Source: an optimization exercise on an open RTL-to-GDS flow (aim: small area and a short achievable clock period). Production flows keep margins and buffers that such runs may drop.
Only simulation tests tie the RTL to the original design; equivalence was not proved.

// formula
module formula #(
    parameter int N = 32  
) (
    input logic clk,
    input logic rstn,
    input logic i_valid,
    input logic signed [N-1 : 0] a,
    input logic signed [N-1 : 0] b,
    input logic signed [N-1 : 0] c,
    input logic signed [N-1 : 0] d,
    output logic o_valid,
    output logic signed [N-1 : 0] q
);
For scale: roughly 160 I/O pins, roughly 37000 um^2 of cells after synthesis.
export LEC_CHECK = 0
export ABC_CLOCK_PERIOD_IN_PS = 7000
export CAP_MARGIN = 20
export CORE_MARGIN = 2
export CORE_UTILIZATION = 40
export SETUP_SLACK_MARGIN = 4.5
export SLEW_MARGIN = 20
create_clock -name core_clock -period 8.0 [get_ports {clk}]
standard.sh (not shown) runs the stock make flow with config.mk's settings and CLKGATE_MAP_FILE= SYNTH_SCRIPT=/design/flow/synth_recipe.tcl, a recipe that flattens the netlist after the stock synthesis.
==> flow/flow/run.sh <==
#!/bin/bash
# Own flow: the standard synthesis, then a polarity pass on the full adders
# (flow/fapol.py, which only removes or moves inverters and swaps gates for
# their complemented twins; registers are untouched), then the standard layout
# with buf_2 as the port buffer and no CTS dummy loads.
set -euo pipefail
W=$(pwd)
R=$W/orfs/results/$FLOW_PLATFORM/formula/base
bash standard.sh synth > $W/synth.log 2>&1
cp $R/1_2_yosys.v $W/1_2_yosys.std.v
FAPOL_MOVES=2000000 python3 $W/flow/fapol.py $W/1_2_yosys.std.v $W/1_2_yosys.pol.v > $W/fapol.log 2>&1
cp $W/1_2_yosys.pol.v $R/1_2_yosys.v
rm -f $R/1_synth.odb $R/1_synth.sdc
bash standard.sh finish \
  "BUFFER_PORTS_ARGS=-buffer_cell sky130_fd_sc_hd__buf_2" \
  "CTS_ARGS=-sink_clustering_enable -repair_clock_nets -dont_use_dummy_load" \
  > $W/finish.log 2>&1
Other scripts of this flow, unchanged in this note and not shown: flow/flow/fapol.py, flow/flow/twins.py
The starting point finished clean.
Then changed:
==> flow/flow/run.sh (replaced) <==
#!/bin/bash
# Own flow: the standard synthesis, then a polarity pass on the full adders
# (flow/fapol.py, which only removes or moves inverters and swaps gates for
# their complemented twins; registers are untouched), then the standard layout.
set -euo pipefail
W=$(pwd)
R=$W/orfs/results/$FLOW_PLATFORM/formula/base
bash standard.sh synth > $W/synth.log 2>&1
cp $R/1_2_yosys.v $W/1_2_yosys.std.v
FAPOL_MOVES=2000000 python3 $W/flow/fapol.py $W/1_2_yosys.std.v $W/1_2_yosys.pol.v > $W/fapol.log 2>&1
cp $W/1_2_yosys.pol.v $R/1_2_yosys.v
rm -f $R/1_synth.odb $R/1_synth.sdc
bash standard.sh finish > $W/finish.log 2>&1
Die area is unchanged.
Via count went up by about 0.5%.
Routed wire length went down by 0.98%.

## delta
formula, a different RTL version from the one above (not shown whole).
Size: about 160 I/O pins, about 0.037 mm2 of cells after synthesis.
export LEC_CHECK = 0
export ABC_AREA = 1
export ABC_CLOCK_PERIOD_IN_PS = 7000
export CAP_MARGIN = 20
export CORE_MARGIN = 2
export CORE_UTILIZATION = 40
export SETUP_SLACK_MARGIN = 4.35
export SLEW_MARGIN = 20
create_clock -name core_clock -period 8.0 [get_ports {clk}]
==> flow/flow/run.sh <==
#!/bin/bash
# Own flow: the standard synthesis, then a polarity pass on the full adders
# (flow/fapol.py, which only removes or moves inverters and swaps gates for
# their complemented twins; registers are untouched), then the standard layout
# with buf_2 as the port buffer and no CTS dummy loads.
set -euo pipefail
W=$(pwd)
R=$W/orfs/results/$FLOW_PLATFORM/formula/base
bash standard.sh synth > $W/synth.log 2>&1
cp $R/1_2_yosys.v $W/1_2_yosys.std.v
FAPOL_MOVES=2000000 python3 $W/flow/fapol.py $W/1_2_yosys.std.v $W/1_2_yosys.pol.v > $W/fapol.log 2>&1
cp $W/1_2_yosys.pol.v $R/1_2_yosys.v
rm -f $R/1_synth.odb $R/1_synth.sdc
bash standard.sh finish \
  "BUFFER_PORTS_ARGS=-buffer_cell sky130_fd_sc_hd__buf_2" \
  "CTS_ARGS=-sink_clustering_enable -repair_clock_nets -dont_use_dummy_load" \
  > $W/finish.log 2>&1
Other scripts of this flow, unchanged in this note and not shown: flow/flow/fapol.py, flow/flow/twins.py
diff inputs: delta => harbor
Settings: SETUP_SLACK_MARGIN now 4.5, was 4.35.
Results
As far as number of instances in the synthesized netlist goes, delta and harbor are indistinguishable; the numbers are identical. As far as pin count of the biggest net entering global routing goes, delta and harbor are indistinguishable; the numbers are identical. The sequential share of layout area of harbor and that of delta are within noise of each other. The more densely filled core belongs to harbor, not delta.

RTL: one of the versions met above, not the one the previous note started from.
Size: about 4000 cells after synthesis, about 370 flip-flops, roughly 160 I/O pins.
// formula
module formula #(
    parameter int N = 32  
) (
    input logic clk,
    input logic rstn,
    input logic i_valid,
    input logic signed [N-1 : 0] a,
    input logic signed [N-1 : 0] b,
    input logic signed [N-1 : 0] c,
    input logic signed [N-1 : 0] d,
    output logic o_valid,
    output logic signed [N-1 : 0] q
);
clock: 8.0 ns
lec_check: 0
abc_clock_period_in_ps: 7000
cap_margin: 20
core_margin: 2
core_utilization: 40
setup_slack_margin: 4.5
slew_margin: 20
run.sh (not shown) runs the stock make flow with config.mk's settings and CLKGATE_MAP_FILE= SYNTH_SCRIPT=/design/flow/synth_recipe.tcl, a recipe that flattens the netlist after the stock synthesis.
Stock flow here: none of the scripts above is used.
Then changed:
SETUP_SLACK_MARGIN = 0.2   (was 4.5)
Result: Maximum frequency went down by 20%. Clock-buffer cell count went down by 2.

[port drivers added, routing unchanged]
How much do the figures lean on ideal ports? The routed layouts below were timed once more, with nothing changed but the port constraints.
Step 1 sets driving cells, clkbuf_16 on the clock port and buf_2 on the other inputs (assumed; they add their load-dependent delay and slew).
Step 2 times the ports against the registers' clock, not the clock port: input delays grow and output delays shrink by t, the midpoint of the rising clock arrivals with the driver on.
a / b / c = no drivers / after step 1 / after step 2; a / b = the first two.
| run | t, ns | setup WS [ns] | worst setup path at the end | worst slew at a driven data input, ns |
|---|---|---|---|---|
| the first run of note 1 | 0.654 | 4.460 / 4.460 / 3.854 | input to register | 0.08 |
| the second run of note 1 | 0.669 | 4.479 / 4.479 / 3.884 | input to register | 0.08 |
| delta | 0.631 | 4.332 / 4.332 / 4.280 | input to register | 0.07 |
| harbor | 0.635 | 4.521 / 4.521 / 4.269 | input to register | 0.07 |
| the first run of note 3 | 0.664 | 4.436 / 4.436 / 3.823 | input to register | 0.09 |
| the second run of note 3 | 0.662 | 3.526 / 3.526 / 3.077 | input to register | 0.06 |
After both steps every run listed still meets setup and hold. For the first run of note 3, which loses most, drivers alone change the setup slack by 0.000 ns; drivers and shift together by -0.613 ns.
